Context: an optimization exercise on an open-source flow, tuned for small area. The choices shown serve that exercise and are no tape-out recipe.
In this exercise RTL edits were held to simulation tests only and were not proved equivalent to the original.
No driver is modelled on the clock port, so clock power and skew are understated where the tree is cut down; a real chip needs a root buffer or a tree.
Power figures rest on the tool's default switching activity, not on a simulated workload.

==> module rc_receiver, before the edit <==
module rc_receiver (
  input  iCLK,        
  input  iRESETn,     
  input  rf_in,       
  output led,         
  output servo_pwm,   
  output esc_pwm      
);
localparam [7:0] DEF = 8'h64;
localparam [12:0] T0 = 13'h0800;     
localparam [12:0] TH = 13'h0036;     
localparam [8:0]  L0 = 9'd124;     
wire rst = ~iRESETn;
reg [12:0] tc;         
reg        in_prev;
reg [8:0]  lc;         
reg [3:0]  b;          
reg [2:0]  n;          
reg [7:0]  d2, d3;     
reg        err;        
reg        cy;         
reg        m;          
reg        m64;        
reg        ld;         
reg [7:0]  servo_val, esc_val;
reg        led_r;
wire [15:0] dd = {d3, d2};
wire samp  = &{~tc[11], tc[10], ~tc[9], ~tc[8], ~tc[7], ~tc[6], ~tc[5], ~tc[4], ~tc[3], ~tc[2], ~tc[1], ~tc[0]};                   
wire l300  = &{lc[8], ~lc[7], ~lc[6], ~lc[5], ~lc[4], ~lc[3], ~lc[2], ~lc[1], ~lc[0]};                   
wire idle  = &{~lc[8], ~lc[7], ~lc[6], ~lc[5], ~lc[4], ~lc[3], ~lc[2], ~lc[0]};                   
wire esat  = &{~dd[13], ~dd[12], dd[11], ~dd[10], dd[9], ~dd[8], ~dd[6], dd[5], dd[3], dd[1], ~dd[0]};                   
wire fail  = rf_in & idle & (cy | esat);          
wire enter = rf_in & ~idle & l300;                
wire idle_new = rf_in & (idle | l300);
wire act   = samp & ~idle_new;                    
wire count = samp & rf_in & idle & ~fail;         
wire sum_bit  = d2[0] ^ d3[0] ^ cy;
wire b0 = ~|b;                                    
wire b9 = b[3] & b[0];                            
wire k64      = b[1] & (b[2] | b[0]);             
wire data_bit = ~b0 & ~b9;
wire n01 = ~n[2] & ~n[1];                         
wire n2  = n[1] & ~n[0];
wire n3  = n[1] & n[0];
wire n4  = n[2];
wire stop = act & b9;
wire e9   = err | ~rf_in;                         
wire fend = stop & n4;
wire ok   = ~(e9 ? m64 : m);
wire set64_all = rst | samp & (fail | enter) | (fend & ~ok);
wire set64_2 = set64_all | (stop & e9 & n2);
wire set64_3 = set64_all | (stop & e9 & n3);
wire sh2 = act & data_bit & (n2 | n4);
wire sh3 = act & data_bit & (n3 | n4);
always @(posedge iCLK) begin
  if (rst) begin
    tc <= T0;
    lc <= L0;
    b <= 4'd0;
    n <= 3'd0;
    ld <= 1'b1;
    led_r <= 1'b0;
  end else begin
    ld <= samp & (fail | fend);
    if (!samp) begin
      tc <= (~rf_in & in_prev & idle) ? TH : {tc[11:0], ~(tc[12] ^ tc[5])};
      in_prev <= rf_in;
    end else begin
      tc <= {tc[11:0], tc[12] ^ tc[5]};
      lc <= rf_in ? {lc[7:0], lc[8] ^ lc[1] ^ l300} : L0;
      if (idle_new) begin
        b <= 4'd0;
        n <= 3'd0;
      end else begin
        b <= b9 ? 4'd0 : b + 4'd1;
        if (b9) n <= n4 ? 3'd0 : n + 3'd1;
      end
      if (fend & ok) led_r <= ~led_r;
    end
  end
end
always @(posedge iCLK) begin
  if (ld) begin
    servo_val <= d2;
    esc_val <= d3;
  end
  if (samp & idle_new) cy <= fail;
  if (set64_2) d2 <= DEF;
  else if (count) d2 <= {d3[0], d2[7:1]};
  else if (sh2) d2 <= {n4 ? d2[0] : rf_in, d2[7:1]};
  if (set64_3) d3 <= DEF;
  else if (count) d3 <= {d2[0] ^ d2[3], d3[7:1]};
  else if (sh3) d3 <= {n4 ? d3[0] : rf_in, d3[7:1]};
  if (act) begin
    if (b0) err <= rf_in;
    if (n01) begin
      if (b0) m <= (n[0] & m) | rf_in;
      else m <= m | ~rf_in;
    end
    if (n4) begin
      if (b0) begin
        cy <= 1'b0; m64 <= m;
      end else if (data_bit) begin
        cy <= (d2[0] & d3[0]) | (cy & (d2[0] ^ d3[0]));
        m <= m | (sum_bit ^ rf_in);
        m64 <= m64 | (sum_bit ^ k64);
      end
    end
  end
end
assign led = led_r & iRESETn;
YS_PWM pwm(.clk(iCLK), .rstn(iRESETn), .val_a(servo_val), .val_b(esc_val),
           .out_a(servo_pwm), .out_b(esc_pwm));
endmodule
==> flow/config.mk <==
export PLATFORM = sky130hd
export DESIGN_NAME = rc_receiver
export DESIGN_NICKNAME = rc_receiver
export VERILOG_FILES = /design/flow/design.v
export SDC_FILE = /design/flow/constraint.sdc
export NUM_CORES = 4
export LEC_CHECK = 0
export CAP_MARGIN = 20
export CORE_MARGIN = 2
export CORE_UTILIZATION = 40
export GPL_TIMING_DRIVEN = 0
export SLEW_MARGIN = 20
==> flow/constraint.sdc <==
create_clock -name core_clock -period 20.8 [get_ports {iCLK}]
set_input_delay 4.1600 -clock core_clock [delete_from_list [all_inputs] [get_ports {iCLK}]]
set_output_delay 4.1600 -clock core_clock [all_outputs]
set_load 0.01 [all_outputs]
standard.sh (not shown) runs the stock make flow with config.mk's settings and CLKGATE_MAP_FILE= SYNTH_SCRIPT=/design/flow/synth_recipe.tcl, a recipe that flattens the netlist after the stock synthesis.
==> flow/flow/run.sh <==
#!/bin/bash
# Layout flow: the standard layout (standard.sh, ORFS from synthesis to
# the final layout) with these changes:
#  - synthesis maps the combinational logic with area-oriented ABC scripts
#    (flow/abc_scripts.txt, through flow/synth.tcl, keeping the smallest
#    result) and leaves adders to ABC instead of mapping them to the library's
#    adder cells (ADDER_MAP_FILE empty); neither step touches the registers,
#    which stay the standard synthesis's;
#  - the input and output ports get buf_1 buffers;
#  - the clock tree is rebuilt after CTS by flow/clock_tree.tcl: a few large
#    leaf buffers driven from the clock port, one level for every flip-flop.
# Each tool's output goes to ORFS's logs under orfs/logs/; make's own output
# goes to flow.log in the work folder.
set -euo pipefail
W=$(pwd)
export MY_ABC_SCRIPTS="$W/flow/abc_scripts.txt"
export FLOW_SYNTH_TCL="$W/synth_recipe.tcl"
export MY_CLK_LEAVES=3
export MY_CLK_BUF=sky130_fd_sc_hd__clkbuf_16
bash standard.sh SYNTH_SCRIPT="$W/flow/synth.tcl" ADDER_MAP_FILE= \
  BUFFER_PORTS_ARGS="-inputs -outputs -buffer_cell sky130_fd_sc_hd__buf_1" \
  CTS_ARGS="-sink_clustering_enable -repair_clock_nets -dont_use_dummy_load -buf_list sky130_fd_sc_hd__clkbuf_8" \
  POST_CTS_TCL="$W/flow/clock_tree.tcl" \
  finish > "$W/flow.log" 2>&1
Other scripts of this flow, unchanged in this note and not shown: flow/flow/abc_scripts.txt, flow/flow/clock_tree.tcl, flow/flow/synth.tcl
Change:
--- a/flow/design.v
+++ b/flow/design.v
@@ -105,20 +105,20 @@
     end
   end
 end
 always @(posedge iCLK) begin
   if (ld) begin
-    servo_val <= d2;
-    esc_val <= d3;
+    servo_val <= d3;
+    esc_val <= d2;
   end
   if (samp & idle_new) cy <= fail;
   if (set64_2) d2 <= DEF;
   else if (count) d2 <= {d3[0], d2[7:1]};
-  else if (sh2) d2 <= {n4 ? d2[0] : rf_in, d2[7:1]};
+  else if (sh2) d2 <= {n4 ? d3[0] : rf_in, d2[7:1]};
   if (set64_3) d3 <= DEF;
   else if (count) d3 <= {d2[0] ^ d2[3], d3[7:1]};
-  else if (sh3) d3 <= {n4 ? d3[0] : rf_in, d3[7:1]};
+  else if (sh3) d3 <= {n4 ? d2[0] : rf_in, d3[7:1]};
   if (act) begin
     if (b0) err <= rf_in;
     if (n01) begin
       if (b0) m <= (n[0] & m) | rf_in;
       else m <= m | ~rf_in;
The changed run passed the timing, DRC and antenna checks.
Worst setup slack is worse by 450 ps.
Register-to-register slack is better by 20 ps.
Utilization hardly moves.
Power grows by 1.7%.
Sequential power stays flat.
Cell area shrinks by 0.41%.
Area after synthesis went down by 0.62%.
Routed wire length goes down by 0.67%.
Fmax went down by 4.2%.
Via count is about the same.
Sequential cell count stays the same.
Final cell count decreases by 1.2%.
Hold slack improved by 12 ps.
Clock skew came out higher by 3.3 ps.
In every run of this note, the design's own scripts or RTL, not TritonCTS, make the clock network.

-- static timing again, ports no longer ideal --
The results above use ideal ports. As a check the final layouts listed here were re-extracted and re-timed, cells and wires unchanged. Step 1, drivers: a clkbuf_16 drives iCLK and a buf_2 each remaining input, both assumed. Step 2 also shifts input and output timing later by t, the mid clock arrival at the registers, as if the neighbouring blocks saw the same clock. Slacks: ideal / step 1 / step 2; pairs: ideal / step 1.
run	shift t [ns]	slack for setup (ns)	worst hold slack (ns)	worst setup path after step 2	worst data-port slew with drivers (ns)
the first run	0.229	10.640 / 10.616 / 10.616	0.424 / 0.424 / 0.424	input to output	0.03
the second run	0.232	10.193 / 10.166 / 10.166	0.436 / 0.436 / 0.436	input to output	0.03
After both steps every run listed still meets setup and hold. For the second run, which loses most, drivers alone change the setup slack by -0.027 ns; drivers and shift together by -0.027 ns.
